This design comes from an exercise in tuning for small area on the open sky130 flow, not from production work.
Only simulation tests tie the RTL to the original design; equivalence was not proved.
No run shown here takes its clock network from TritonCTS; it comes from the design's own scripts or RTL.
No driver is modelled on the clock port, so clock power and skew are understated where the tree is cut down; a real chip needs a root buffer or a tree.
Power figures rest on the tool's default switching activity, not on a simulated workload.

## flow/config.mk

```make
export PLATFORM = sky130hd
export DESIGN_NAME = motor_driver_top
export DESIGN_NICKNAME = motor_driver_top
export VERILOG_FILES = /design/flow/design.v
export SDC_FILE = /design/flow/constraint.sdc
export NUM_CORES = 4
export LEC_CHECK = 0
export CAP_MARGIN = 20
export CORE_MARGIN = 2
export CORE_UTILIZATION = 55
export SLEW_MARGIN = 20
```

## flow/standard.sh

```bash
#!/bin/bash
# synth_recipe.tcl (not shown) runs the flow's synth.tcl, then flattens the netlist and writes it again
# the make line also repeats each setting of config.mk as NAME=value (left out here)
make -C /OpenROAD-flow-scripts/flow DESIGN_CONFIG=/design/flow/config.mk WORK_HOME=/design/flow/orfs CLKGATE_MAP_FILE= SYNTH_SCRIPT=/design/flow/synth_recipe.tcl "${@:-finish}"
```

## flow/flow/area_s19.abc

```
strash
&get -n
&fraig -x
&put
scorr
dc2
strash
&get -n
&dch -f
&nf -R 1000
&put
mfs2
strash
&get -n
&dch -f
&nf -R 1000
&put
mfs2
strash
&get -n
&dch -f
&nf -R 1000
&put
mfs2
strash
&get -n
&dch -f
&nf -R 1000
&put
mfs2
strash
&get -n
&dch -f
&nf -R 1000
&put
mfs2
strash
&get -n
&dch -f
&nf -R 1000
&put
mfs2
strash
&get -n
&dch -f
&nf -R 1000
&put
mfs2
strash
&get -n
&dch -f
&nf -R 1000
&put
mfs2
strash
&get -n
&dch -f
&nf -R 1000
&put
```

## flow/flow/area_t2.abc

```
strash
&get -n
&fraig -x
&put
scorr
dc2
strash
&get -n
&dch -f
&nf -R 1000
&put
mfs2
strash
dc2
&get -n
&dch -f
&nf -R 1000
&put
mfs2
strash
&get -n
&dch
&nf -R 1000
&put
mfs2
strash
dc2
&get -n
&dch -f
&nf -R 1000
&put
mfs2
strash
&get -n
&dch
&nf -R 1000
&put
mfs2
strash
dc2
&get -n
&dch -f
&nf -R 1000
&put
mfs2
strash
&get -n
&dch
&nf -R 1000
&put
mfs2
strash
dc2
&get -n
&dch -f
&nf -R 1000
&put
mfs2
strash
&get -n
&dch
&nf -R 1000
&put
```

## flow/constraint.sdc

```tcl
create_clock -name core_clock -period 100.0 [get_ports {clk}]
set_input_delay 20.0000 -clock core_clock [delete_from_list [all_inputs] [get_ports {clk}]]
set_output_delay 20.0000 -clock core_clock [all_outputs]
set_load 0.01 [all_outputs]
```

## flow/flow/run.sh

```bash
#!/bin/bash
# ORFS layout of the standard synthesis, with these changes:
#  - after the standard synthesis, its combinational cells are mapped again
#    by ABC for area (remap.tcl): a few ABC scripts (area_*.abc) are tried
#    and the smallest result is mapped again while that still helps; the
#    registers, their cells and their names are the standard synthesis's,
#    untouched;
#  - port buffers are sky130_fd_sc_hd__buf_1 instead of the default cell;
#  - the clock tree is a few clock buffers fed from the clock port, each
#    driving a cluster of registers (clkbuf.tcl), if the register clock
#    pins' slew stays well under the limit; otherwise ORFS's clock tree
#    synthesis without dummy loads.
# Each tool's output goes to its own log file in this folder.
set -euo pipefail
ARGS=("BUFFER_PORTS_ARGS=-buffer_cell sky130_fd_sc_hd__buf_1"
      "CTS_ARGS=-sink_clustering_enable -repair_clock_nets -dont_use_dummy_load")
bash standard.sh "${ARGS[@]}" synth > standard_synth.log 2>&1
R=$PWD/orfs/results/$FLOW_PLATFORM/motor_driver_top/base
PLAT=$FLOW_HOME/platforms/$FLOW_PLATFORM
cp $R/1_2_yosys.v standard_netlist.v
# Several ABC scripts (area_*.abc) map the netlist; the smallest result is
# mapped again the same way, for as long as that still makes it smaller.
cur=standard_netlist.v; cur_area=""
for round in 1 2 3 4 5 6 7 8; do
  best=""; best_area=""
  for abc in flow/area_*.abc; do
    name=r${round}_$(basename $abc .abc)
    LIB=$PLAT/lib/sky130_fd_sc_hd__tt_025C_1v80.lib \
      IN_V=$cur OUT_V=remapped_$name.v ABC_SCRIPT=$PWD/$abc STAT_OUT=remap_stat_$name.log \
      yosys -c flow/remap.tcl > remap_$name.log 2>&1 || continue
    area=$(grep 'Chip area' remap_stat_$name.log | awk '{print $NF}')
    echo "$name $area" >> remap_choice.log
    if [[ -n "$area" ]] && { [[ -z "$best_area" ]] || awk -v a="$area" -v b="$best_area" 'BEGIN { exit !(a < b) }'; }; then
      best=$name; best_area=$area
    fi
  done
  if [[ -n "$best_area" ]] && { [[ -z "$cur_area" ]] || awk -v a="$best_area" -v b="$cur_area" 'BEGIN { exit !(a < b) }'; }; then
    cur=remapped_$best.v; cur_area=$best_area
  else
    break
  fi
done
echo "chosen: $cur $cur_area" >> remap_choice.log
cp $cur remapped_netlist.v
cp remapped_netlist.v $R/1_2_yosys.v
rm -f $R/1_synth.odb $R/1_synth.sdc
bash standard.sh "${ARGS[@]}" place > standard_place.log 2>&1
# clock buffers: of K = 2, 3, 4 clusters (plain or evenly filled), the
# smallest set of buffers whose worst register clock-pin slew (placement
# parasitics) is at most 110 ps; each buffer is a clkbuf_16, or a smaller
# clock buffer if its cluster's slew stays within 105 ps with it
done_cts=0; best_area=""
for K in 2 3 4; do
  for slack in 1000 0; do
    log=clkbuf_${K}_$slack.log
    PLAT=$PLAT IN_ODB=$R/3_place.odb IN_SDC=$R/3_place.sdc \
      OUT_ODB=$PWD/clkbuf_${K}_$slack.odb OUT_SDC=$PWD/clkbuf_${K}_$slack.sdc \
      CLKBUF_CELL=sky130_fd_sc_hd__clkbuf_16 CLKBUF_K=$K CLKROOT_CELL=sky130_fd_sc_hd__clkbuf_4 \
      CLKBUF_SLACK=$slack CLKBUF_LIMIT=0.105 \
      CLKBUF_DOWNSIZE="sky130_fd_sc_hd__clkbuf_4 sky130_fd_sc_hd__clkbuf_8" \
      openroad -no_init -exit flow/clkbuf.tcl > $log 2>&1 || continue
    worst=$(sed -n '/CLOCK PIN SLEWS/,$p' $log | grep '/CLK ^' | awk '{print $3; print $5}' | cut -d: -f1 | sort -g | tail -1)
    area=$(grep 'CLOCK BUFFER AREA' $log | awk '{print $NF}')
    echo "K $K capacity slack $slack: buffer area $area, worst clock pin slew $worst" >> clkbuf_choice.log
    if [[ -n "$worst" && -n "$area" ]] && awk -v w="$worst" 'BEGIN { exit !(w <= 0.110) }' &&
       { [[ -z "$best_area" ]] || awk -v a="$area" -v b="$best_area" 'BEGIN { exit !(a < b) }'; }; then
      cp clkbuf_${K}_$slack.odb $R/4_1_cts.odb
      cp $R/4_1_cts.odb $R/4_cts.odb
      cp clkbuf_${K}_$slack.sdc $R/4_cts.sdc
      done_cts=1; best_area=$area
      echo "best so far: K $K capacity slack $slack" >> clkbuf_choice.log
    fi
  done
done
[[ $done_cts == 1 ]] || echo "chosen: ORFS clock tree synthesis" >> clkbuf_choice.log
bash standard.sh "${ARGS[@]}" finish > standard_finish.log 2>&1
```

## flow/flow/remap.tcl

```tcl
# Map the combinational logic of a synthesized netlist again, for area.
# The flip-flop instances are kept as they are (same cells, same names).
# env: LIB IN_V OUT_V ABC_SCRIPT STAT_OUT
yosys read_liberty -ignore_miss_func $::env(LIB)
yosys read_verilog $::env(IN_V)
yosys hierarchy -top motor_driver_top
# registers stay cell instances; every other cell becomes plain logic
set seq {sky130_fd_sc_hd__df* sky130_fd_sc_hd__edf* sky130_fd_sc_hd__sdf* sky130_fd_sc_hd__sedf* sky130_fd_sc_hd__dl*}
yosys setattr -mod -set keep_hierarchy 1 {*}$seq
yosys flatten
yosys opt_clean -purge
# area.abc: ABC's default mapping followed by rounds of don't-care
# optimisation (mfs2) and area-recovering remapping
yosys abc -liberty $::env(LIB) -dont_use *lpflow* -dont_use *probe* -script $::env(ABC_SCRIPT)
yosys opt_clean -purge
yosys hilomap -singleton -hicell sky130_fd_sc_hd__conb_1 HI -locell sky130_fd_sc_hd__conb_1 LO
yosys insbuf -buf sky130_fd_sc_hd__buf_4 A X
yosys blackbox {*}$seq
yosys tee -o $::env(STAT_OUT) stat -liberty $::env(LIB)
yosys write_verilog -noattr -noexpr -nohex -nodec -selected $::env(OUT_V)
```

## flow/flow/area_s17.abc

```
strash
&get -n
&fraig -x
&put
scorr
dc2
strash
&get -n
&dch -f
&nf
&put
mfs2
strash
&get -n
&dch -f
&nf -R 1000
&put
mfs2
strash
&get -n
&dch -f
&nf -R 1000
&put
mfs2
strash
&get -n
&dch -f
&nf -R 1000
&put
mfs2
strash
&get -n
&dch -f
&nf -R 1000
&put
```

## flow/flow/clkbuf.tcl

```tcl
# Replace clock tree synthesis by K clock buffers, each driving one
# cluster of registers (k-means on their placement) and placed at its
# centre; the clock port drives the K buffers directly (with more than four,
# through one root buffer).  Prints every register clock pin's slew so that
# run.sh can check it.
# env: PLAT IN_ODB IN_SDC OUT_ODB OUT_SDC CLKBUF_CELL CLKBUF_K CLKROOT_CELL
#      CLKBUF_SLACK (cluster capacity above an even split; large = plain k-means)
#      CLKBUF_DOWNSIZE (smaller cells to try per buffer) CLKBUF_LIMIT (slew, ns)
read_lef $::env(PLAT)/lef/sky130_fd_sc_hd.tlef
read_lef $::env(PLAT)/lef/sky130_fd_sc_hd_merged.lef
read_liberty $::env(PLAT)/lib/sky130_fd_sc_hd__tt_025C_1v80.lib
read_db $::env(IN_ODB)
read_sdc $::env(IN_SDC)
source $::env(PLAT)/setRC.tcl
set block [ord::get_db_block]
set db [ord::get_db]
set clknet [$block findNet clk]
set master [$db findMaster $::env(CLKBUF_CELL)]
set K $::env(CLKBUF_K)
set sinks {}
foreach iterm [$clknet getITerms] {
  set loc [[$iterm getInst] getLocation]
  lappend sinks [list $iterm [lindex $loc 0] [lindex $loc 1]]
}
set n [llength $sinks]
# k-means on sink locations, started from sinks sorted along x then y
set sorted [lsort -integer -index 1 $sinks]
set cx {}; set cy {}
for {set k 0} {$k < $K} {incr k} {
  set s [lindex $sorted [expr {int(($k + 0.5) * $n / $K)}]]
  lappend cx [lindex $s 1]; lappend cy [lindex $s 2]
}
# k-means with a capacity per cluster (greedy assignment of the closest
# sink-centre pairs), so that the buffers carry similar loads
set cap [expr {($n + $K - 1) / $K + $::env(CLKBUF_SLACK)}]
for {set it 0} {$it < 30} {incr it} {
  set pairs {}
  set si 0
  foreach s $sinks {
    for {set k 0} {$k < $K} {incr k} {
      lappend pairs [list [expr {abs([lindex $s 1] - [lindex $cx $k]) + abs([lindex $s 2] - [lindex $cy $k])}] $si $k]
    }
    incr si
  }
  set pairs [lsort -real -index 0 $pairs]
  set asg [lrepeat $n -1]
  set cnt [lrepeat $K 0]
  foreach pr $pairs {
    set si [lindex $pr 1]; set k [lindex $pr 2]
    if {[lindex $asg $si] >= 0 || [lindex $cnt $k] >= $cap} { continue }
    lset asg $si $k
    lset cnt $k [expr {[lindex $cnt $k] + 1}]
  }
  set nx {}; set ny {}
  for {set k 0} {$k < $K} {incr k} {
    set sx 0; set sy 0; set c 0
    foreach s $sinks a $asg {
      if {$a == $k} { set sx [expr {$sx + [lindex $s 1]}]; set sy [expr {$sy + [lindex $s 2]}]; incr c }
    }
    if {$c > 0} { lappend nx [expr {$sx / $c}]; lappend ny [expr {$sy / $c}] } else { lappend nx [lindex $cx $k]; lappend ny [lindex $cy $k] }
  }
  set cx $nx; set cy $ny
}
set drv $clknet
if {$K > 4} {
  set root [odb::dbInst_create $block [$db findMaster $::env(CLKROOT_CELL)] clkbuf_root]
  set drv [odb::dbNet_create $block clknet_root]
  $drv setSigType CLOCK
  [$root findITerm A] connect $clknet
  [$root findITerm X] connect $drv
  set rx 0; set ry 0
  for {set k 0} {$k < $K} {incr k} { set rx [expr {$rx + [lindex $cx $k]}]; set ry [expr {$ry + [lindex $cy $k]}] }
  $root setLocation [expr {$rx / $K}] [expr {$ry / $K}]
  $root setPlacementStatus PLACED
}
for {set k 0} {$k < $K} {incr k} {
  set inst [odb::dbInst_create $block $master clkbuf_$k]
  set net [odb::dbNet_create $block clknet_$k]
  $net setSigType CLOCK
  set c 0
  foreach s $sinks a $asg {
    if {$a == $k} { set it [lindex $s 0]; $it disconnect; $it connect $net; incr c }
  }
  puts "clock buffer $k: $c sinks"
  [$inst findITerm A] connect $drv
  [$inst findITerm X] connect $net
  $inst setLocation [lindex $cx $k] [lindex $cy $k]
  $inst setPlacementStatus PLACED
}
detailed_placement
check_placement
set_propagated_clock [all_clocks]
estimate_parasitics -placement
# worst slew at the register clock pins of cluster k
proc cluster_slew {k} {
  set w 0
  foreach p [get_pins -of_objects [get_nets clknet_$k]] {
    if {[get_property $p direction] ne "input"} { continue }
    set v [get_property $p slew_max]
    if {$v > $w} { set w $v }
  }
  return $w
}
# each buffer is made as small as its cluster allows (DOWNSIZE cells, from
# the smallest)
set limit $::env(CLKBUF_LIMIT)
for {set k 0} {$k < $K} {incr k} {
  set inst [sta::find_instance clkbuf_$k]
  foreach cell $::env(CLKBUF_DOWNSIZE) {
    replace_cell $inst $cell
    estimate_parasitics -placement
    if {[cluster_slew $k] <= $limit} { break }
    replace_cell $inst $::env(CLKBUF_CELL)
    estimate_parasitics -placement
  }
}
set area 0
foreach inst [[ord::get_db_block] getInsts] {
  if {[string match clkbuf_* [$inst getName]]} {
    set area [expr {$area + [[$inst getMaster] getWidth] * [[$inst getMaster] getHeight] / 1e6}]
  }
}
puts "CLOCK BUFFER AREA $area"
report_clock_skew
puts "CLOCK PIN SLEWS"
foreach p [get_pins -hierarchical */CLK] { report_slews -digits 4 $p }
write_db $::env(OUT_ODB)
write_sdc $::env(OUT_SDC)
```

## flow/flow/area_t4.abc

```
strash
dc2
&get -n
&dch -f
&nf -R 1000
&put
mfs2
strash
&get -n
&dch -f
&nf -R 1000
&put
mfs2
strash
&get -n
&dch -f
&nf -R 1000
&put
mfs2
strash
&get -n
&dch -f
&nf -R 1000
&put
mfs2
strash
&get -n
&dch -f
&nf -R 1000
&put
mfs2
strash
&get -n
&dch -f
&nf -R 1000
&put
mfs2
strash
&get -n
&dch -f
&nf -R 1000
&put
mfs2
strash
&get -n
&dch -f
&nf -R 1000
&put
mfs2
strash
&get -n
&dch -f
&nf -R 1000
&put
```

## flow/flow/area_s25.abc

```
strash
&get -n
&fraig -x
&put
scorr
dc2
strash
&get -n
&dch -f
&nf -R 1000
&put
mfs2
strash
&get -n
&dch -f
&nf -R 1000
&put
mfs2
strash
&get -n
&dch -f
&nf -R 1000
&put
mfs2
strash
&get -n
&dch -f
&nf -R 1000
&put
mfs2
strash
&get -n
&dch -f
&nf -R 1000
&put
mfs2
strash
&get -n
&dch -f
&nf -R 1000
&put
mfs2
strash
&get -n
&dch -f
&nf -R 1000
&put
mfs2
strash
&get -n
&dch -f
&nf -R 1000
&put
mfs2
strash
&get -n
&dch -f
&nf -R 1000
&put
mfs2
strash
&get -n
&dch -f
&nf -R 1000
&put
mfs2
strash
&get -n
&dch -f
&nf -R 1000
&put
mfs2
strash
&get -n
&dch -f
&nf -R 1000
&put
mfs2
strash
&get -n
&dch -f
&nf -R 1000
&put
mfs2
strash
&get -n
&dch -f
&nf -R 1000
&put
mfs2
strash
&get -n
&dch -f
&nf -R 1000
&put
mfs2
strash
&get -n
&dch -f
&nf -R 1000
&put
mfs2
strash
&get -n
&dch -f
&nf -R 1000
&put
```

## flow/design.v

```verilog
`timescale 1ns / 1ps
module motor_driver_top(
        input [7:0] SW,
        input clk,
        input rst,
        input [15:0] adc_data,
        output [7:0] LED,
        output [3:0] AN,
        output [6:0] SEG,
        output [3:0] IN
    );
    assign LED = SW;
    localparam [13:0] RPOL = 14'h2AAA;
    reg [13:0] rs;
    wire [13:0] r = rs ^ RPOL;
    reg [3:0] q;        
    reg [2:0] hi;       
    wire wrap = (r == 14'b10101101110101);                    
    wire long_next = ~q[3] & q[1] & (q[2] ^ q[0]);            
    always @(posedge clk)
        if (rst) begin
            rs <= RPOL; q <= 0; hi <= 0;
        end else if (wrap) begin
            rs <= {long_next, 13'd0} ^ RPOL;                  
            if (q[3] & q[0]) begin                            
                q <= 0;
                hi <= hi + 1'b1;
            end else
                q <= q + 1'b1;
        end else
            rs <= {r[12:0], ~(r[13] ^ r[12] ^ r[11] ^ r[1])} ^ RPOL;
    reg [9:0] m;
    wire dec = (m[9:5] == 5'b11111) & m[3] & m[0];    
    wire s2  = (m[9:5] == 5'b11111) & m[3] & m[1];    
    wire ovf = (&adc_data[15:6]) & (adc_data[5] | (adc_data[4] & |adc_data[3:0]));
    always @(posedge clk)
        if (rst | s2 | (dec & ovf)) m <= 0;
        else m <= m + 1'b1;
    reg busy;
    always @(posedge clk)
        if (rst) busy <= 0;
        else if (dec & ~ovf) busy <= 1;
        else if (m[7] & ~m[9]) busy <= 0;
    wire [1:0] k = m[6:5];
    wire [1:0] j = m[1:0];
    wire pass = ~m[4] & ~(k[1] & k[0]);
    wire mask = (k[0] & (m[3:0] == 4'd15)) | (k[1] & (m[3:1] == 3'd7));
    wire dw = m[4] & (m[3:2] == 2'b00) & ~(k[1] & k[0]);
    wire stash = dw & ~m[1];
    wire dab = busy & dw;
    localparam [15:0] WPOL = 16'hAAAA;
    reg [15:0] Ws;
    wire [15:0] W = Ws ^ WPOL;
    reg d1, d2, cy;
    wire in = pass & ~mask & W[0];
    wire s0 = in ^ d2 ^ cy;
    wire s1 = (in & d2) | (in & cy) | (d2 & cy);
    always @(posedge clk) begin
        Ws <= ({pass ? s0 : (busy & W[0]), W[15:1]} | ({16{dec}} & {adc_data[14:0], adc_data[15]})) ^ WPOL;
        d1 <= pass ? in : (stash & s0);
        d2 <= d1;
        cy <= s1;
    end
    reg dbit;
    always @(*)
        case ({k[1], j})
            3'b0_00: dbit = k[0] ? (d2 & cy) : (d1 & d2 & cy);
            3'b0_01: dbit = k[0] ? d1 : (d2 ^ cy);
            3'b0_10: dbit = k[0] ? W[13] : d2;
            3'b0_11: dbit = k[0] ? W[11] : W[12];
            3'b1_00: dbit = cy;
            3'b1_01: dbit = W[14];
            3'b1_10: dbit = W[12];
            default: dbit = W[10];
        endcase
    reg [3:0] YH, YT, YO;
    reg YS;
    function [2:0] mod5;
        input [3:0] n;
        begin
            mod5[2] = (n[2] & ~n[1] & ~n[0]) | (n[3] & n[0]);
            mod5[1] = (~n[2] & n[1]) | (n[2] & n[1] & n[0]) | (n[3] & ~n[0]);
            mod5[0] = (~n[3] & ~n[2] & n[0]) | (n[2] & n[1] & ~n[0]) | (n[3] & ~n[0]);
        end
    endfunction
    function ge5;
        input [3:0] n;
        ge5 = n[3] | (n[2] & (n[1] | n[0]));
    endfunction
    always @(posedge clk)
        if (rst | s2) begin
            YH <= 0; YT <= 0; YO <= 0; YS <= 0;
        end else if (dab) begin
            YS <= YS | ge5(YH);
            YH <= {mod5(YH), ge5(YT)};
            YT <= {mod5(YT), ge5(YO)};
            YO <= {mod5(YO), dbit};
        end
    reg [3:0] VH, VT, VO;
    reg VG;
    always @(posedge clk)
        if (rst) begin
            VH <= 0; VT <= 0; VO <= 0; VG <= 0;
        end else if (dec & ovf) begin
            VH <= 0; VT <= 4'd9; VO <= 4'd6; VG <= 1;     
        end else if (s2) begin
            VH <= YH; VT <= YT; VO <= YO; VG <= YS | (YH[3] & YH[0]);    
        end
    reg flag;
    always @(posedge clk)
        if (rst) flag <= 0;
        else flag <= VG;
    wire [1:0] sel = hi[2:1];
    wire [3:0] dig = sel[1] ? (sel[0] ? VO : VT) : VH;
    reg [6:0] seg;
    always @(*)
        case (dig)
            4'd0: seg = 7'b1000000;
            4'd1: seg = 7'b1111001;
            4'd2: seg = 7'b0100100;
            4'd3: seg = 7'b0110000;
            4'd4: seg = 7'b0011001;
            4'd5: seg = 7'b0010010;
            4'd6: seg = 7'b0000010;
            4'd7: seg = 7'b1111000;
            default: seg = dig[0] ? 7'b0011000 : 7'b0000000;
        endcase
    assign SEG = (sel == 2'd0) ? {1'b0, SW[7], 3'b011, 1'b1, SW[7]} : seg;
    assign AN = ~(4'b1000 >> sel);
    reg p;
    always @(*)
        case (SW[6:0])
            7'b0000001: p = q < 4'd3;
            7'b0000010: p = q < 4'd4;
            7'b0000100: p = q < 4'd5;
            7'b0001000: p = q < 4'd6;
            7'b0010000: p = q < 4'd7;
            7'b0100000: p = q < 4'd8;
            7'b1000000: p = q < 4'd9;
            default: p = 1'b0;
        endcase
    reg inA, inB;
    always @(posedge clk)
        if (rst) begin
            inA <= 0; inB <= 0;
        end else begin
            inA <= p & SW[7] & ~flag;
            inB <= p & ~SW[7] & ~flag;
        end
    assign IN = {inA, inB, inB, inA};
endmodule
```

==> out/qor.csv, run 1 <==
stage,metric,value,unit
critical_path,Crit Path Class,input pin to output port,
power_and_ir_drop,Leakage Power,1.21,nW
critical_path,Worst Path Max Fanout,5,
routing,DRT antenna net count,0,
floorplanning,Row Count,27,
critical_path,Worst Setup End Kind,output port,
routing,routed wl met3,179,um
sta,Fmax,24.7,MHz
global_routing,first-pass GRT wire length,10.5,mm
synth,mapped cell area,3140,um2
sta,worst hold margin,0.359,ns
routing,met2 routed WL,2.81,mm
global_routing,largest net degree at the start of global routing,28,
sta,Final WS setup,59.51,ns
sta,max-slew violations,0,
routing,Vias/cell,5.51,
critical_path,Worst setup SP type,input pin,
finish,post-route design area,3410,um2
global_routing,total gr overflow,0,
sta,Rel. slew slack,0.399,
sta,setup violators final,0,
hold_path,Hold/Removal Path Class,register to register,
floorplanning,Initial Util,0.571,
run_status,status,finished clean,
placed_design,pre-CTS setup slack,59.51,ns
finish,Diodes inserted,0,
sta,RSZ-0062 raised after global routing,false,
synth,Synthesis Warnings,1,
clock_network,Worst-Skew Late Latency,0.16,ns
finish,Area Growth Syn to Fin,8.40,%
global_routing,vias in the first global route,2333,
global_routing,Tot GR Track Use,0.197,
finish,fillcell total,523,
sta,slew of the pin with the lowest slew margin,0.901,ns
synth,"Avg Cell Area, Syn",8.59,um2
sta,Final period util,0.405,
routing,M1 WL,3.03,mm
critical_path,Crit path arrival time,20.49,ns
global_routing,initial antenna violation count,0,
placed_design,IO Port Bufs,48,
floorplanning,die width,79.6,um
routing,Post-Route WL,6.10,mm
synth,Syn Nets,392,
finish,nets,434,
routing,top sig layer,met4,
sta,clock skew,0.0171,ns
routing,Iteration-0 DRC Markers,118,
floorplanning,core area,5510,um2
sta,setup_tns,0,ns
run,max-cap viol count,0,
clock_network,Clock transition at path regs,0.10,ns
routing,DR WL/cell,12.8,um
critical_path,Reg2Reg Setup Slack,97.41,ns
power_and_ir_drop,overall power,0.0516,mW
sta,Tmin final,40.49,ns
finish,Register Area,1600,um2
floorplanning,Die Y,79.6,um
placed_design,HPWL Detailed,4.52,mm
floorplanning,IO Count,49,
routing,DRC,0,
floorplanning,die area,6340,um2
synth,Gate Count Post-Synth,366,
power_and_ir_drop,worst vdd ir,0.0000122,V
finish,fraction of layout cells with a size suffix above 1,0.0123,
critical_path,Critical Path RT,80.00,ns
sta,Final Hold Fails,0,
placed_design,routability cong.,0.791,
routing,DRT Pass-1 Iters,4,
power_and_ir_drop,Pwr Density,15.1,nW/um2
routing,routed vias,2634,
finish,multi-input combinational cell area,1440,um2
placed_design,Placement Cell Area,3320,um2
## layer usage
metal,GRT usage,vias up
li1,-,1402
met1,0.274,1192
met2,0.348,33
met3,0.0136,7
met4,0.0207,0
met5,0,-
## worst paths after layout
path	start	to	depth (start not counted)
worst max-delay path	SW[7]	SEG[0]	4
worst min-delay path	Ws[9]	Ws[8]	1
worst max register to register	m[5]	VH[0]	5
worst min register to register	Ws[9]	Ws[8]	1
## per-stage QoR
stage | util | instances
global placement | 0.603 | 474
detailed placement | 0.603 | 474
floorplan | - | 366
global route | 0.619 | 478
finish | 0.619 | 478
## report_power, final
group          internal [mW]  switching, mW
clock network        0.00551        0.00752
logic                0.00127        0.00181
registers             0.0344        0.00108
## sequential cells by signal, summed over array words and instances (netlist names), 3 cells and up, named ones only
name / flops
YO: 3
q: 4
rs: 14
m: 10
VO: 4
Ws: 16
hi: 3
YH: 3
VT: 4
VH: 4
YT: 3
## cell usage in the layout, fill, tap and decap left out, types with 3 or more instances in the layout
cell type,instances
a221o_1,4
dfxtp_1,80
or4_1,3
xnor2_1,5
nor2_1,48
nand2b_1,7
o22ai_1,3
nand4_1,6
clkinv_1,6
a22o_1,8
nand3_1,6
nand2_1,45
nor4_1,3
and2_0,7
a31oi_1,5
nor3_1,15
and3_1,5
o21ai_0,28
buf_1,48
a21oi_1,40
## worst max-delay path: stages
cell and delay [ns]:
buf_1 0.16, a21oi_1 0.09, nor2_1 0.09, buf_1 0.15
## cell type report
type,count,share of cell area
Multi-Input combinational cell,268,0.421
Inverter,6,0.00661
Sequential cell,80,0.470
Tap cell,72,0.0264
Timing Repair Buffer,48,0.0529
Buffer,4,0.0228
==> run 2, diff against run 1 <==
--- a/flow/flow/run.sh
+++ b/flow/flow/run.sh
@@ -28,6 +28,11 @@
     LIB=$PLAT/lib/sky130_fd_sc_hd__tt_025C_1v80.lib \
       IN_V=$cur OUT_V=remapped_$name.v ABC_SCRIPT=$PWD/$abc STAT_OUT=remap_stat_$name.log \
       yosys -c flow/remap.tcl > remap_$name.log 2>&1 || continue
+    # only netlists made of library cells count
+    if grep -q '^ *[0-9.E+-]* *[0-9.E+-]* *\$' remap_stat_$name.log || grep -q '^ *\\\?\$' remapped_$name.v; then
+      echo "$name: not fully mapped, ignored" >> remap_choice.log
+      continue
+    fi
     area=$(grep 'Chip area' remap_stat_$name.log | awk '{print $NF}')
     echo "$name $area" >> remap_choice.log
     if [[ -n "$area" ]] && { [[ -z "$best_area" ]] || awk -v a="$area" -v b="$best_area" 'BEGIN { exit !(a < b) }'; }; then
--- a/flow/config.mk
+++ b/flow/config.mk
@@ -7,5 +7,5 @@
 export LEC_CHECK = 0
 export CAP_MARGIN = 20
 export CORE_MARGIN = 2
-export CORE_UTILIZATION = 55
+export CORE_UTILIZATION = 45
 export SLEW_MARGIN = 20
==> out/qor.csv, run 2 <==
stage,metric,value,unit
critical_path,Crit path arrival time,20.53,ns
routing,Vias/cell,5.27,
hold_path,WHS Endpoint,Ws[14],
sta,clock skew,0.00926,ns
global_routing,vias in the first global route,2385,
critical_path,Worst Reg-to-Reg Cells,5,
synth,mapped cell area,3140,um2
power_and_ir_drop,Int Pwr,0.0412,mW
power_and_ir_drop,Pwr Density,15.1,nW/um2
hold_path,hold path startpoint,Ws[15],
run,max-cap viol count,0,
floorplanning,IO Count,49,
sta,Fmax,24.7,MHz
critical_path,Worst setup SP type,input pin,
finish,Biggest register,Ws,
finish,Area Growth Syn to Fin,9.32,%
routing,DRT antenna net count,0,
critical_path,Reg-to-Reg End,VO[3],
floorplanning,Die Y,87.6,um
floorplanning,die area,7670,um2
routing,Post-Route WL,6.17,mm
power_and_ir_drop,Net Sw Frac,0.205,
global_routing,largest net degree at the start of global routing,28,
synth,Gate Count Post-Synth,366,
critical_path,Worst Path Max Fanout,5,
sta,slew of the pin with the lowest slew margin,0.909,ns
floorplanning,die width,87.6,um
critical_path,R2R Path Start,m[5],
placed_design,routability cong.,0.754,
sta,max-slew violations,0,
critical_path,Reg2Reg Setup Slack,97.36,ns
synth,Syn Nets,392,
global_routing,Tot GR Track Use,0.159,
critical_path,Crit Path Class,input pin to output port,
placed_design,IO Port Bufs,48,
floorplanning,Row Count,30,
routing,routed vias,2645,
sta,setup_tns,0,ns
synth,Synthesis Warnings,1,
critical_path,Critical Path RT,80.00,ns
sta,Final period util,0.405,
placed_design,HPWL Detailed,4.62,mm
routing,DRC,0,
sta,Rel. slew slack,0.394,
finish,Diodes inserted,0,
global_routing,first-pass GRT wire length,10.4,mm
finish,largest registers,"Ws: 16 flops, rs: 14 flops, m: 10 flops",
finish,"commonest non-fill, non-tap cell in the layout",dfxtp_1,
finish,fraction of layout cells with a size suffix above 1,0.00985,
synth,"Avg Cell Area, Syn",8.59,um2
power_and_ir_drop,clock share of power,0.256,
sta,RSZ-0062 raised after global routing,false,
power_and_ir_drop,Reg power frac,0.685,
placed_design,pre-CTS setup slack,59.45,ns
finish,number of flip-flops under the largest register name,16,
run_status,status,finished clean,
routing,DRT Pass-1 Iters,4,
power_and_ir_drop,P_sw,0.0107,mW
power_and_ir_drop,worst vdd ir,0.0000115,V
global_routing,total gr overflow,0,
power_and_ir_drop,Logic pwr share,0.059,
hold_path,Hold/Removal Path Class,register to register,
power_and_ir_drop,Leakage Power,1.21,nW
global_routing,initial antenna violation count,0,
finish,nets,434,
finish,fillcell total,668,
finish,most frequent cells in the layout,"dfxtp_1, nor2_1, buf_1, nand2_1, a21oi_1",
floorplanning,core area,6790,um2
sta,Final Hold Fails,0,
hold_path,Hold Path Depth,1,
critical_path,Worst Setup End Kind,output port,
routing,Iteration-0 DRC Markers,136,
clock_network,Clock transition at path regs,0.10,ns
sta,setup violators final,0,
floorplanning,Initial Util,0.463,
sta,Final WS setup,59.47,ns
routing,DR WL/cell,12.3,um
sta,Tmin final,40.53,ns
clock_network,Worst-Skew Late Latency,0.16,ns
## run 2: changes by cell type in the layout (fill, tap and decap cells not counted), sizes merged
cell | before | now
buf | 48 | 49
clkbuf | 4 | 3
## run 2: power by group through the flow
| stage | sequential, mW | clock, mW | combinational [mW] |
|---|---|---|---|
| after floorplan | 0.0359 | 0 | 0.00216 |
| after global placement | 0.0363 | 0 | 0.00299 |
| final | 0.0355 | 0.0133 | 0.00307 |
| after global routing | 0.0358 | 0.0149 | 0.00371 |
| after detailed placement | 0.0363 | 0 | 0.00314 |
## run 2: per-layer routing
layer	track usage	part of all wire	vias to the layer above
met5	0	0	-
met1	0.220	0.51	1207
met2	0.284	0.46	37
met3	0.00754	0.019	8
met4	0.0210	0.015	0
li1	-	-	1393
## run 2: worst max-delay path, cell delays in order
cell and delay (ns):
buf_1 0.17, a21oi_1 0.09, nor2_1 0.10, buf_1 0.16
## run 2: worst max path at each step
stage / from / endpoint / slack [ns] / cells past startpoint
6_report: SW[7] / SEG[0] / 59.47 / 4
3_3_place_gp: SW[7] / SEG[0] / 59.52 / 4
3_5_place_dp: SW[7] / SEG[0] / 59.45 / 4
2_1_floorplan: SW[7] / SEG[0] / 59.79 / 2
5_1_grt: SW[7] / SEG[0] / 59.37 / 4
## run 2: area by class of cell
class	instances	area, um2	area share
Sequential cell	80	1600	0.466
Multi-Input combinational cell	268	1430	0.416
Timing Repair Buffer	49	188	0.0546
Tap cell	96	120	0.0350
Buffer	3	75.1	0.0218
Inverter	6	22.5	0.00655
## run 2: through the flow
stage / hold WS [ns] / instance area [um2] / power [mW] / utilization / instances
3_3_place_gp: 0.347 / 3360 / 0.0392 / 0.495 / 499
6_report: 0.373 / 3440 / 0.0519 / 0.506 / 502
3_5_place_dp: 0.353 / 3360 / 0.0394 / 0.495 / 499
5_1_grt: 0.392 / 3440 / 0.0544 / 0.506 / 502
2_1_floorplan: 0.343 / 3140 / 0.0380 / - / 366
==> run 3, diff against run 2 <==
--- a/flow/config.mk
+++ b/flow/config.mk
@@ -7,5 +7,5 @@
 export LEC_CHECK = 0
 export CAP_MARGIN = 20
 export CORE_MARGIN = 2
-export CORE_UTILIZATION = 45
+export CORE_UTILIZATION = 65
 export SLEW_MARGIN = 20
==> out/qor.csv, run 3 <==
stage,metric,value,unit
floorplanning,core area,4690,um2
routing,routed vias,2691,
synth,mapped cell area,3140,um2
floorplanning,die width,73.5,um
floorplanning,die area,5410,um2
sta,RSZ-0062 raised after global routing,false,
synth,"Avg Cell Area, Syn",8.59,um2
critical_path,Worst setup SP type,input pin,
critical_path,Crit path arrival time,20.50,ns
finish,"commonest non-fill, non-tap cell in the layout",dfxtp_1,
global_routing,largest net degree at the start of global routing,28,
finish,Area Growth Syn to Fin,7.60,%
routing,Vias/cell,5.86,
finish,fraction of layout cells with a size suffix above 1,0.00988,
power_and_ir_drop,worst vdd ir,0.0000163,V
clock_network,Clock transition at path regs,0.09,ns
finish,most frequent cells in the layout,"dfxtp_1, nor2_1, buf_1, nand2_1, a21oi_1",
sta,Final Hold Fails,0,
routing,Iteration-0 DRC Markers,116,
clock_network,Worst-Skew Late Latency,0.16,ns
critical_path,Worst Setup End Kind,output port,
placed_design,HPWL Detailed,4.57,mm
finish,Biggest register,Ws,
sta,Final period util,0.405,
critical_path,Worst Path Max Fanout,5,
placed_design,IO Port Bufs,48,
sta,Final WS setup,59.50,ns
finish,fillcell total,367,
finish,number of flip-flops under the largest register name,16,
global_routing,total gr overflow,0,
critical_path,Crit Path Class,input pin to output port,
global_routing,first-pass GRT wire length,10.0,mm
synth,Gate Count Post-Synth,366,
placed_design,pre-CTS setup slack,59.51,ns
synth,Syn Nets,392,
finish,Diodes inserted,0,
critical_path,Reg-to-Reg End,VH[3],
routing,Post-Route WL,6.14,mm
finish,largest registers,"Ws: 16 flops, rs: 14 flops, m: 10 flops",
sta,setup violators final,0,
routing,DRT Pass-1 Iters,4,
sta,setup_tns,0,ns
floorplanning,Row Count,25,
sta,clock skew,0.00703,ns
routing,DR WL/cell,13.4,um
sta,slew of the pin with the lowest slew margin,0.911,ns
sta,max-slew violations,0,
finish,Register Area,1600,um2
power_and_ir_drop,Leakage Power,1.20,nW
power_and_ir_drop,Pwr Density,15.3,nW/um2
global_routing,vias in the first global route,2334,
floorplanning,Die Y,73.5,um
routing,DRC,0,
critical_path,Critical Path RT,80.00,ns
placed_design,routability cong.,0.799,
floorplanning,IO Count,49,
hold_path,WHS Endpoint,d2,
floorplanning,Initial Util,0.670,
finish,fin util,0.721,
sta,Rel. slew slack,0.392,
sta,Fmax,24.7,MHz
finish,nets,433,
critical_path,Reg2Reg Setup Slack,97.40,ns
global_routing,initial antenna violation count,0,
global_routing,Tot GR Track Use,0.225,
run_status,status,finished clean,
hold_path,Hold Path Depth,0,
hold_path,hold path startpoint,d1,
critical_path,Worst Reg-to-Reg Cells,5,
finish,multi-input combinational cell area,1440,um2
run,max-cap viol count,0,
synth,Synthesis Warnings,1,
critical_path,R2R Path Start,m[5],
hold_path,Hold/Removal Path Class,register to register,
routing,DRT antenna net count,0,
sta,Tmin final,40.50,ns
==> run 3: worst max-delay path: stages <==
cell	delay [ns]
buf_1	0.16
a21oi_1	0.09
nor2_1	0.09
buf_1	0.15
==> run 3: layer usage <==
metal,GRT usage,up-vias,wire (um)
li1,-,1393,-
met1,0.305,1247,2950
met2,0.406,44,2940
met3,0.0165,7,185
met4,0.0263,0,65
met5,0,-,0
==> run 3: how the worst max path moves through the flow <==
stage	start	to	slack (ns)	depth (start not counted)
5_1_grt	SW[7]	SEG[0]	59.45	4
2_1_floorplan	SW[7]	SEG[0]	59.79	2
3_5_place_dp	SW[7]	SEG[0]	59.51	4
6_report	SW[7]	SEG[0]	59.50	4
3_3_place_gp	SW[7]	SEG[0]	59.53	4
==> run 3: report_power, final <==
part | internal [mW] | switching (mW) | total, mW
combinational | 0.00128 | 0.00184 | 0.00311
clock | 0.00552 | 0.00756 | 0.0131
sequential | 0.0344 | 0.00108 | 0.0355
total | 0.0412 | 0.0105 | 0.0517
==> run 3: area by class of cell <==
class	count	area share
plain buffers	3	0.0222
inverters	6	0.00666
multi-input cells	268	0.424
flip-flops and latches	80	0.474
well taps	54	0.0200
repair buffers	48	0.0533
==> run 3: stage by stage <==
step,area [um2],std cells,hold WS (ns),power [mW]
after floorplan,3140,366,0.343,0.0380
after detailed placement,3300,456,0.350,0.0393
after global routing,3380,459,0.376,0.0538
after global placement,3300,456,0.344,0.0392
final,3380,459,0.370,0.0517
==> run 4, diff against run 3 <==
--- a/flow/config.mk
+++ b/flow/config.mk
@@ -7,5 +7,5 @@
 export LEC_CHECK = 0
 export CAP_MARGIN = 20
 export CORE_MARGIN = 2
-export CORE_UTILIZATION = 65
+export CORE_UTILIZATION = 55
 export SLEW_MARGIN = 20
==> out/qor.csv, run 4 <==
stage,metric,value,unit
synth,Syn Nets,392,
finish,"commonest non-fill, non-tap cell in the layout",dfxtp_1,
routing,DRT antenna net count,0,
floorplanning,Row Count,27,
floorplanning,core area,5510,um2
critical_path,Critical Path RT,80.00,ns
floorplanning,die width,79.6,um
synth,Synthesis Warnings,1,
run,max-cap viol count,0,
critical_path,R2R Path Start,m[5],
global_routing,total gr overflow,0,
routing,Post-Route WL,6.10,mm
finish,nets,434,
power_and_ir_drop,Leakage Power,1.21,nW
sta,Final period util,0.405,
finish,most frequent cells in the layout,"dfxtp_1, nor2_1, buf_1, nand2_1, a21oi_1",
global_routing,vias in the first global route,2333,
critical_path,Reg2Reg Setup Slack,97.41,ns
critical_path,Worst Path Max Fanout,5,
power_and_ir_drop,overall power,0.0516,mW
critical_path,Worst setup SP type,input pin,
sta,slew of the pin with the lowest slew margin,0.901,ns
finish,Area Growth Syn to Fin,8.40,%
sta,RSZ-0062 raised after global routing,false,
placed_design,IO Port Bufs,48,
floorplanning,Initial Util,0.571,
sta,clock skew,0.0171,ns
finish,number of flip-flops under the largest register name,16,
sta,Final Hold Fails,0,
power_and_ir_drop,worst vdd ir,0.0000122,V
finish,largest registers,"Ws: 16 flops, rs: 14 flops, m: 10 flops",
synth,mapped cell area,3140,um2
routing,DRT Pass-1 Iters,4,
floorplanning,Die Y,79.6,um
routing,DRC,0,
placed_design,Placement Cell Area,3320,um2
clock_network,Worst-Skew Late Latency,0.16,ns
sta,Rel. slew slack,0.399,
global_routing,initial antenna violation count,0,
critical_path,Worst Setup End Kind,output port,
power_and_ir_drop,Pwr Density,15.1,nW/um2
global_routing,first-pass GRT wire length,10.5,mm
routing,DR WL/cell,12.8,um
critical_path,Crit Path Class,input pin to output port,
critical_path,Crit path arrival time,20.49,ns
synth,Gate Count Post-Synth,366,
critical_path,CP startpoint,SW[7],
clock_network,Clock transition at path regs,0.10,ns
sta,setup violators final,0,
hold_path,hold path startpoint,Ws[9],
sta,worst hold margin,0.359,ns
global_routing,Tot GR Track Use,0.197,
floorplanning,IO Count,49,
routing,Vias/cell,5.51,
placed_design,routability cong.,0.791,
routing,routed vias,2634,
routing,Iteration-0 DRC Markers,118,
finish,post-route design area,3410,um2
run_status,status,finished clean,
sta,Fmax,24.7,MHz
finish,fraction of layout cells with a size suffix above 1,0.0123,
finish,Biggest register,Ws,
placed_design,HPWL Detailed,4.52,mm
finish,fillcell total,523,
sta,setup_tns,0,ns
hold_path,Hold/Removal Path Class,register to register,
critical_path,Reg-to-Reg End,VH[0],
synth,"Avg Cell Area, Syn",8.59,um2
floorplanning,die area,6340,um2
finish,Diodes inserted,0,
sta,Tmin final,40.49,ns
critical_path,Worst Reg-to-Reg Cells,5,
sta,max-slew violations,0,
hold_path,WHS Endpoint,Ws[8],
global_routing,largest net degree at the start of global routing,28,
hold_path,Hold Path Depth,1,
[run 4: cell count changes in the layout (fill, tap and decap cells not counted)]
| cell | previous run | this run |
|---|---|---|
| clkbuf_16 | 3 | 2 |
| clkbuf_8 | 0 | 2 |
[run 4: area by class of cell]
class	count	area, um2	area share
flip-flops and latches	80	1600	0.470
multi-input cells	268	1440	0.421
repair buffers	48	180	0.0529
well taps	72	90.1	0.0264
plain buffers	4	77.6	0.0228
inverters	6	22.5	0.00661
[run 4: routing by layer]
metal,up-vias,track usage,part of all wire
met3,7,0.0136,0.029
li1,1402,-,-
met2,33,0.348,0.46
met1,1192,0.274,0.50
met5,-,0,0
met4,0,0.0207,0.012
[run 4: metrics by stage]
stage | worst slack [ns] | utilization | std cells
floorplan | 59.79 | - | 366
global placement | 59.53 | 0.603 | 474
detailed placement | 59.51 | 0.603 | 474
global route | 59.46 | 0.619 | 478
finish | 59.51 | 0.619 | 478
[run 4: worst max path at each step]
stage,endpoint,slack [ns],cells past startpoint
after floorplan,SEG[0],59.79,2
after detailed placement,SEG[0],59.51,4
final,SEG[0],59.51,4
after global routing,SEG[0],59.46,4
after global placement,SEG[0],59.53,4
[run 4: critical path: stages]
cell and delay, ns:
buf_1 0.16, a21oi_1 0.09, nor2_1 0.09, buf_1 0.15
[run 4: power breakdown]
part | internal, mW | switching, mW | total [mW]
clock network | 0.00551 | 0.00752 | 0.0130
logic | 0.00127 | 0.00181 | 0.00308
registers | 0.0344 | 0.00108 | 0.0355
total | 0.0412 | 0.0104 | 0.0516

-- port drivers added, routing unchanged --
The results above use ideal ports. As a check the final layouts listed here were re-extracted and re-timed, cells and wires unchanged.
Step 1: set_driving_cell puts a clkbuf_16 on clk and a buf_2 on each other input, an assumption about the parent block.
Step 2 moves the port delays by t, midway between the first and last clock arrival at a register: inputs arrive t later, outputs are due t later. That takes back most of the time a late clock gives input paths.
a / b / c = ideal / step 1 / step 2; a / b = the first two.
| run | t, ns | setup slack, ns | worst setup path after step 2 | worst data-port slew with drivers (ns) |
|---|---|---|---|---|
| run 1 | 0.217 | 59.510 / 59.488 / 59.488 | input to output | 0.04 |
| run 2 | 0.223 | 59.473 / 59.451 / 59.451 | input to output | 0.03 |
| run 3 | 0.218 | 59.501 / 59.479 / 59.479 | input to output | 0.03 |
| run 4 | 0.217 | 59.510 / 59.488 / 59.488 | input to output | 0.04 |
After both steps setup and hold are still met in every run listed.
